What follows belongs to an exercise in optimizing a design on an open flow for small area and a short achievable clock period; a production flow would make more cautious choices. Function was not checked in any run shown here: the RTL went through the layout flow alone. Power figures rest on the tool's default switching activity, not on a simulated workload.

==> flow/design.v, too long to show whole: its modules and the start of the top module <==
// module Decoder: 6 lines
// module ARITHMETIC_UNIT: 63 lines
// module MUL16: 691 lines
// module LOGIC_UNIT: 20 lines
// module SHIFT_UNIT: 21 lines
// module CMP_UNIT: 30 lines
// module ALU_TOP: 26 lines
module ALU_TOP (
  input  wire [15:0] A,
  input  wire [15:0] B,
  input  wire [3:0]  ALU_FUNC,
  input  wire        CLK,
  input  wire        RST,
  output wire [31:0] Arith_OUT,
  output wire        Arith_Flag,
  output wire [15:0] Logic_OUT,
  output wire        Logic_Flag,
  output wire [16:0] Shift_OUT,
  output wire        Shift_Flag,
  output wire [1:0]  CMP_OUT,
  output wire        CMP_Flag
);
  // ...
==> flow/run.sh <==
#!/bin/bash
# synth_recipe.tcl (not shown) runs the flow's synth.tcl, then flattens the netlist and writes it again
# the make line also repeats each setting of config.mk as NAME=value (left out here)
make -C /OpenROAD-flow-scripts/flow DESIGN_CONFIG=/design/flow/config.mk WORK_HOME=/design/flow/orfs CLKGATE_MAP_FILE= SYNTH_SCRIPT=/design/flow/synth_recipe.tcl finish
==> flow/config.mk <==
export PLATFORM = sky130hd
export DESIGN_NAME = ALU_TOP
export DESIGN_NICKNAME = ALU_TOP
export VERILOG_FILES = /design/flow/design.v
export SDC_FILE = /design/flow/constraint.sdc
export NUM_CORES = 4
export LEC_CHECK = 0
export ABC_AREA = 1
export CAP_MARGIN = 20
export CORE_MARGIN = 2
export CORE_UTILIZATION = 40
export SLEW_MARGIN = 20
==> flow/constraint.sdc <==
create_clock -name core_clock -period 90.0 [get_ports {CLK}]
set_input_delay 18.0000 -clock core_clock [delete_from_list [all_inputs] [get_ports {CLK}]]
set_output_delay 18.0000 -clock core_clock [all_outputs]
set_load 0.01 [all_outputs]
==> reports/metrics.yaml, run 1 <==
grt_use_met3_pct: 3.21
num-nonclk-inverters: 537
multi_input_area_mm2: 0.0149
crit_cells: 192
p_leak_nw: 11.8
fin_area_mm2: 0.0212
top_regs: "U0_ARITHMETIC_UNIT.Arith_OUT (32), U0_SHIFT_UNIT.Shift_OUT (17), U0_LOGIC_UNIT.Logic_OUT (16)"
cts_resized: 0
taps: 615
required_ns: 90.20
cts_sinks: 71
status: "complete, no violations"
drt_iter0_markers: 1361
start_util_pct: 40.4
die_h_um: 223
via_per_inst: 5.31
cp.arrival_ns: 52.29
io_pins: 109
area_growth_pct: 10.3
drc_errors: 0
synth.largest_area_cell: "fa_1"
crit_type: "input port to flop"
fin_ws_ns: 37.91
synth_edf_count: 0
syn-num-nets: 3069
die_x_um: 223
signal_buffers: 155
grtUsageMet1_pct: 33.4
min_path_type: "input port to asynchronous set/reset pin"
==> run 2: changes to the inputs <==
--- a/flow/config.mk
+++ b/flow/config.mk
@@ -9,4 +9,5 @@
 export CAP_MARGIN = 20
 export CORE_MARGIN = 2
-export CORE_UTILIZATION = 40
+export CORE_UTILIZATION = 60
+export PLACE_DENSITY = 0.7
 export SLEW_MARGIN = 20
==> run 2 against run 1 <==
  * Die area shrank 33%
  * Clock power shrank 3%
  * Synthesized area is the same
  * Sequential share of layout area grew 0.13 points
==> reports/metrics.yaml, run 2 <==
status: "complete, no violations"  # unchanged
core_mm2: 0.0316  # was 0.0475 mm²
syn-num-nets: 3069  # unchanged
synth_area_leaders: "fa_1 25%, ha_1 13%, nand2_1 12%"  # unchanged
max_slew_margin_pct: 24.3  # was 31.5%
synth_ff_type: "dfrtp_1"  # unchanged
wl_per_cell_um: 19.6  # was 19.5 µm
cts_tree: "yes"  # unchanged
setup_viol: 0  # unchanged
ant_nets: 0  # unchanged
syn_area_mm2: 0.0192  # unchanged
yosys.area_share.simple_pct: 19.3  # unchanged
seq_area_frac_synth_pct: 9.25  # unchanged
via_per_inst: 5.70  # was 5.31
synthAdderAreaFrac_pct: 37.9  # unchanged
port_buffers: 108  # unchanged
drt_wl_total_um: 59700  # was 63800 µm
yosysWarnings: 4  # unchanged
layout-drive-gt1-share_pct: 7.18  # was 7.39%
largest_reg_flops: 32  # unchanged
drc_errors: 0  # unchanged
largest_register: "U0_ARITHMETIC_UNIT.Arith_OUT"  # unchanged
tightest_slew_ns: 1.13  # was 1.03 ns
cts.path.max_buffers: 2  # unchanged
hold_viol: 0  # unchanged
clkSlewWorstSetupHoldPaths_ns: 0.07  # was 0.06 ns
startpoint_type: "input port"  # unchanged
synth.avg_cell_area_um2: 7.41  # unchanged
slew_viol_final: 0  # unchanged
dp_cells: 3033  # was 3250
die_area_mm2: 0.0335  # was 0.0498 mm²
hpwl_um: 44900  # was 48100 µm
top_regs: "U0_ARITHMETIC_UNIT.Arith_OUT (32), U0_SHIFT_UNIT.Shift_OUT (17), U0_LOGIC_UNIT.Logic_OUT (16)"  # unchanged
fin_crit_sh_pct: 57.9  # about the same
crit_fanout: 25  # unchanged
holdBufCountCts: 0  # unchanged
hold_ws_ns: 17.77  # was 17.80 ns
synthXorXnorAreaFrac_pct: 7.09  # unchanged
rsz0062_at_grt: "no"  # unchanged
critPathSlowestCell: "o41ai_4"  # unchanged
fin_nets: 3119  # was 3123
required_ns: 90.18  # was 90.20 ns
synthMuxAreaShare_pct: 0  # unchanged
gr-total-overflow: 0  # unchanged
grt_start_max_net_pins: 72  # unchanged
mostFrequentLayoutCells: "589 x nand2_1, 516 x inv_1, 239 x fa_1, 200 x ha_1, 148 x a21oi_1"  # unchanged
total_power_mw: 0.441  # was 0.467 mW
drv_cap: 0  # unchanged
start_util_pct: 60.9  # was 40.4%
synth.largest_area_cell: "fa_1"  # unchanged
n_antenna_cell: 0  # unchanged
critPathMostFrequentCell: "nand2_1"  # unchanged
fin_tns_setup_ns: 0  # unchanged
die_x_um: 183  # was 223 µm
first_pass_iters: 6  # was 5
root_buffer: "clkbuf_16"  # unchanged
track_usage_pct: 37.0  # was 26.4%
peakVddDrop_v: 0.0000307  # was 0.0000212 V
drt_iter0_markers: 1470  # was 1361
antenna_found_initial: 0  # unchanged
syn-instance-count: 2592  # unchanged
fin_crit_ns: 52.09  # about the same
cts_buffers: 9  # unchanged
crit_type: "input port to flop"  # unchanged
num_vias: 17380  # was 17338
cts_sinks: 71  # unchanged
synth_edf_count: 0  # unchanged
synth_top_family_by_area: "adder cells"  # unchanged
final-instance-count-excl-fill: 3049  # was 3266
p_leak_nw: 11.8  # about the same
critPathLaunch: "A[0]"  # unchanged
synth_common_cells: "589 x nand2_1, 516 x inv_1, 239 x fa_1"  # unchanged
async_flop_share_pct: 100  # unchanged
die_h_um: 183  # was 223 µm
cp.arrival_ns: 52.27  # was 52.29 ns
min_path_type: "input port to asynchronous set/reset pin"  # unchanged
grt_pass1_vias: 17698  # was 18197
powerDensity_mw_per_mm2: 21.1  # was 22.0 mW/mm²
cp-end-kind: "flop"  # unchanged
cts_setup_buffers: 0  # unchanged
final_common_cell: "nand2_1"  # unchanged
synth_compound_area_share_pct: 13.2  # unchanged
num_rows: 65  # was 80
fmax_ghz: 0.0192  # about the same
io_pins: 109  # unchanged
cpPeakStageDelay_ns: 0.93  # was 0.85 ns
synth_top_cell_area_share_pct: 24.9  # unchanged
grt_first_pass_wirelength_um: 95300  # was 101000 µm
synth_most_common_cell: "nand2_1"  # unchanged
area_growth_pct: 8.65  # was 10.3%
synth_seq_cells: 71  # unchanged
gp_congestion: 0.933  # was 0.943
final_core_util_pct: 66.2  # was 44.6%
h-tree-depth: 3  # unchanged
cts_resized: 0  # unchanged
synth_cell_type_count: 64  # unchanged
run 2: cell counts after synthesis:
Identical to the previous run, type by type.
run 2: routing by layer:
layer  global-route usage, %  part of all wire [%]  vias up
met5                       0                     0        -
met4                    14.8                   4.4        0
met3                    4.86                   7.9      183
met2                    62.4                    47      781
met1                    48.6                    40     8309
li1                        -                     -     8107
run 2: worst max-delay path: cells and delay by family:
| family | cells | cell delay (ns) |
|---|---|---|
| XOR/XNOR | 10 | 2.16 |
| AO/OA/AOI/OAI | 67 | 12.13 |
| buffers and inverters | 24 | 3.71 |
| adder cells (fa/ha/maj) | 17 | 5.73 |
| AND/OR/NAND/NOR | 72 | 10.45 |
run 2: where the power goes:
part | internal [mW] | leakage, nW | switching [mW] | total, mW
Clock | 0.0221 | 0.146 | 0.0169 | 0.0390
Sequential | 0.0360 | 0.954 | 0.00173 | 0.0377
Combinational | 0.155 | 10.7 | 0.209 | 0.364
Total | 0.213 | 11.8 | 0.228 | 0.441
run 2: final cells by class:
class	count	area, µm²
multi-input cells	1872	14900
clock buffers	9	225
inverters	537	2020
repair buffers	151	1390
well taps	402	503
fillers	2801	10700
flip-flops and latches	71	1780
clock inverters	7	85.1
run 2: through the flow:
stage	area, µm²	setup slack, ns
detailed placement	20600	38.03
global placement	20600	39.25
floorplan	19200	44.80
finish	20900	37.91
CTS	20900	38.30
global route	20900	33.96
run 2: logic make-up (layout without fill, tap and decap cells):
| group | Yosys count | count (layout) |
|---|---|---|
| adder cells (fa/ha/maj) | 439 | 439 |
| buffers and inverters | 649 | 704 |
| AO/OA/AOI/OAI | 422 | 422 |
| flip-flops | 71 | 71 |
| AND/OR/NAND/NOR | 864 | 864 |
| XOR/XNOR | 147 | 147 |
run 2: worst paths after layout:
kind / end / slack, ns / cells after the start
min in group core_clock: U0_LOGIC_UNIT.Logic_Flag / 18.34 / 3
hold / removal: U0_ARITHMETIC_UNIT.Arith_OUT[10] / 17.77 / 1
setup / recovery: U0_ARITHMETIC_UNIT.Arith_OUT[21] / 37.91 / 190
max in group asynchronous: U0_ARITHMETIC_UNIT.Arith_OUT[0] / 71.58 / 1
==> run 3: changes to the inputs <==
--- a/flow/config.mk
+++ b/flow/config.mk
@@ -9,5 +9,5 @@
 export CAP_MARGIN = 20
 export CORE_MARGIN = 2
-export CORE_UTILIZATION = 60
-export PLACE_DENSITY = 0.7
+export CORE_UTILIZATION = 75
+export PLACE_DENSITY = 0.85
 export SLEW_MARGIN = 20
==> run 3 against run 2 <==
  * First-iteration DRC count up 55%
  * Via count is 8.2% higher
  * Power increased by 3.2%
  * Count of clock-buffer cells in the layout unchanged
  * Flip-flop and latch count did not move
  * Critical endpoint is now U0_ARITHMETIC_UNIT.Arith_OUT[14]
  * Combinational power rose by 4%
  * Worst hold slack gained 0.027 ns
  * Largest cell class unchanged
  * Final cell count is 2.4% lower
  * Critical path type unchanged
  * Synthesized area unchanged
  * Clock power down 3%
  * Maximum frequency up 0.27%
==> reports/metrics.yaml, run 3 <==
synth_common_cells: "589 x nand2_1, 516 x inv_1, 239 x fa_1"  # unchanged
drt_iter0_markers: 2280  # was 1470
fin_crit_ns: 51.95  # was 52.09 ns
dp_cells: 2959  # was 3033
die_h_um: 164  # was 183 µm
cp.arrival_ns: 52.16  # was 52.27 ns
tightest_slew_ns: 1.01  # was 1.13 ns
via_per_inst: 6.32  # was 5.70
multi_input_area_mm2: 0.0149  # about the same
critPathSlowestCell: "a211oi_1"  # was o41ai_4
cts_resized: 0  # unchanged
synth_cell_type_count: 64  # unchanged
ant_nets: 0  # unchanged
setup_viol: 0  # unchanged
synth_ff_type: "dfrtp_1"  # unchanged
num_rows: 58  # was 65
total_power_mw: 0.455  # was 0.441 mW
drv_cap: 0  # unchanged
powerDensity_mw_per_mm2: 21.9  # was 21.1 mW/mm²
fin_tns_setup_ns: 0  # unchanged
synth_area_leaders: "fa_1 25%, ha_1 13%, nand2_1 12%"  # unchanged
cts_sinks: 71  # unchanged
first_pass_iters: 7  # was 6
startpoint_type: "input port"  # unchanged
preCtsSetupSlack_ns: 37.95  # was 38.03 ns
die_area_mm2: 0.0269  # was 0.0335 mm²
core_mm2: 0.0252  # was 0.0316 mm²
clkSlewWorstSetupHoldPaths_ns: 0.06  # was 0.07 ns
fmax_ghz: 0.0192  # about the same
hpwl_um: 46800  # was 44900 µm
cpPeakStageDelay_ns: 0.57  # was 0.93 ns
seq_area_frac_synth_pct: 9.25  # unchanged
final_common_cell: "nand2_1"  # unchanged
fin_ws_ns: 38.05  # was 37.91 ns
route.layer.met1.wl_um: 21000  # was 24000 µm
critPathMostFrequentCell: "nand2_1"  # unchanged
synth_edf_count: 0  # unchanged
wl_per_cell_um: 21.7  # was 19.6 µm
gr-total-overflow: 0  # unchanged
required_ns: 90.21  # was 90.18 ns
antenna_found_initial: 2  # was 0
crit_type: "input port to flop"  # unchanged
fin_nets: 3118  # was 3119
layout-drive-gt1-share_pct: 7.18  # about the same
slew_viol_final: 0  # unchanged
num_vias: 18805  # was 17380
min_path_type: "input port to asynchronous set/reset pin"  # unchanged
yosysWarnings: 4  # unchanged
grt_start_max_net_pins: 72  # unchanged
synth.largest_area_cell: "fa_1"  # unchanged
final_core_util_pct: 82.5  # was 66.2%
p_leak_nw: 11.8  # about the same
rsz0062_at_grt: "no"  # unchanged
grt_first_pass_wirelength_um: 101000  # was 95300 µm
cts_buffers: 9  # unchanged
start_util_pct: 76.3  # was 60.9%
critPathLaunch: "A[0]"  # unchanged
synth_most_common_cell: "nand2_1"  # unchanged
largest_reg_flops: 32  # unchanged
synth_top_cell_area_share_pct: 24.9  # unchanged
fin_crit_sh_pct: 57.7  # was 57.9%
cp-end-kind: "flop"  # unchanged
peakVddDrop_v: 0.0000312  # was 0.0000307 V
io_pins: 109  # unchanged
status: "complete, no violations"  # unchanged
top_regs: "U0_ARITHMETIC_UNIT.Arith_OUT (32), U0_SHIFT_UNIT.Shift_OUT (17), U0_LOGIC_UNIT.Logic_OUT (16)"  # unchanged
holdBufCountCts: 0  # unchanged
wl_met2_um: 29000  # was 28300 µm
cts.path.max_buffers: 2  # unchanged
track_usage_pct: 49.3  # was 37.0%
hold_viol: 0  # unchanged
syn-instance-count: 2592  # unchanged
die_x_um: 164  # was 183 µm
root_buffer: "clkbuf_16"  # unchanged
h-tree-depth: 3  # unchanged
drt_wl_total_um: 64600  # was 59700 µm
filler_cell_count: 1634  # was 2801
synth.avg_cell_area_um2: 7.41  # unchanged
crit_fanout: 25  # unchanged
port_buffers: 108  # unchanged
final-instance-count-excl-fill: 2977  # was 3049
top_layer_used: "met5"  # was met4
max_slew_margin_pct: 32.3  # was 24.3%
async_flop_share_pct: 100  # unchanged
grt_pass1_vias: 19589  # was 17698
dr_wl_met3_um: 8480  # was 4710 µm
area.sequential_mm2: 0.00178  # unchanged
drc_errors: 0  # unchanged
cts_tree: "yes"  # unchanged
largest_register: "U0_ARITHMETIC_UNIT.Arith_OUT"  # unchanged
synth_seq_cells: 71  # unchanged
area_growth_pct: 8.11  # was 8.65%
cts_setup_buffers: 0  # unchanged
syn-num-nets: 3069  # unchanged
gp_congestion: 0.984  # was 0.933
syn_area_mm2: 0.0192  # unchanged
mostFrequentLayoutCells: "589 x nand2_1, 516 x inv_1, 239 x fa_1, 200 x ha_1, 148 x a21oi_1"  # unchanged
setup.worst_path.end: "U0_ARITHMETIC_UNIT.Arith_OUT[14]"  # was U0_ARITHMETIC_UNIT.Arith_OUT[21]
-- run 3: changes by cell type in the layout (fill, tap and decap cells not counted), sizes merged --
cell    previous run  this run
diode              0         1
clkinv             3         6
inv              538       535
buf               47        46
-- run 3: worst max-delay path: cells and delay by family --
family,cells,cell delay [ns]
AO/OA/AOI/OAI,68,11.98
AND/OR/NAND/NOR,74,10.47
adder cells (fa/ha/maj),17,5.65
buffers and inverters,26,3.95
XOR/XNOR,9,2.03
-- run 3: metal layers --
metal | GRT usage, % | up-vias
li1 | - | 8100
met1 | 56.9 | 8638
met2 | 79.3 | 1518
met3 | 12.2 | 545
met4 | 37.0 | 4
met5 | 0 | -
-- run 3: report_power, final --
part / internal, mW / total (mW) / leakage, nW / switching [mW]
clock: 0.0215 / 0.0378 / 0.142 / 0.0163
combinational: 0.158 / 0.379 / 10.7 / 0.221
sequential: 0.0360 / 0.0381 / 0.954 / 0.00208
-- run 3: layout make-up --
| class | instances | share of cell area (%) |
|---|---|---|
| multi-input combinational | 1872 | 71.7 |
| timing repair buffer | 150 | 6.64 |
| antenna | 1 | 0.0120 |
| clock inverter | 7 | 0.349 |
| clock buffer | 9 | 1.08 |
| tap | 330 | 1.99 |
| sequential | 71 | 8.55 |
| inverter | 537 | 9.71 |
-- run 3: cells by family (layout without fill, tap and decap cells) --
group,after synthesis,count (layout),share of synthesized area (%)
and+or+nand+nor,864,864,19.3
buffers and inverters,649,703,13.3
adders and majority gates,439,439,37.9
AOI/OAI and AO/OA,422,422,13.2
xor gates and xnor gates,147,147,7.09
DFF,71,71,9.25
other,0,1,0
-- run 3: worst min path at each step --
| stage | start | endpoint | slack, ns | depth (start not counted) |
|---|---|---|---|---|
| floorplan | RST | U0_ARITHMETIC_UNIT.Arith_Flag | 17.70 | 0 |
| global placement | RST | U0_ARITHMETIC_UNIT.Arith_OUT[10] | 18.18 | 1 |
| detailed placement | RST | U0_CMP_UNIT.CMP_OUT[0] | 18.20 | 1 |
| CTS | RST | U0_SHIFT_UNIT.Shift_OUT[4] | 17.83 | 1 |
| global route | RST | U0_ARITHMETIC_UNIT.Arith_OUT[6] | 17.86 | 1 |
| finish | RST | U0_CMP_UNIT.CMP_OUT[0] | 17.80 | 1 |
-- run 3: per-stage QoR --
| step | hold slack [ns] | instance area, µm² |
|---|---|---|
| after CTS | 17.83 | 20800 |
| after global routing | 17.86 | 20800 |
| after detailed placement | 18.20 | 20500 |
| after floorplan | 17.70 | 19200 |
| final | 17.80 | 20800 |
| after global placement | 18.18 | 20500 |

## static timing again, ports no longer ideal
The flow's constraints put no driver on any port. The routed layouts listed below were extracted and timed again, unchanged, in two steps.
Step 1 (the two cells are an assumption about what drives the block):
set clk [get_ports {CLK}]
set_driving_cell -lib_cell sky130_fd_sc_hd__clkbuf_16 $clk
set_driving_cell -lib_cell sky130_fd_sc_hd__buf_2 [delete_from_list [all_inputs] $clk]
Step 2 adds t to the input delays and takes it off the output delays; t is the mean of the earliest and latest rising clock arrival at the registers after step 1. Input paths then give back, and output paths get back, about the clock's delay inside the block.
a / b / c = ideal ports / drivers / drivers and shift; a / b = the first two.
run | t (ns) | slack for setup (ns) | hold WS [ns] | cell pins on the clock port's net
run 1 | 0.420 | 37.909 / 37.932 / 37.512 | 17.799 / 17.780 / 18.200 | 1
run 2 | 0.396 | 37.908 / 37.922 / 37.526 | 17.774 / 17.772 / 18.168 | 1
run 3 | 0.403 | 38.048 / 38.061 / 37.658 | 17.801 / 17.778 / 18.182 | 1
After both steps setup and hold are still met in every run listed. The setup slack of run 1, which loses most, moves by +0.023 ns with the drivers and by -0.397 ns with both steps.
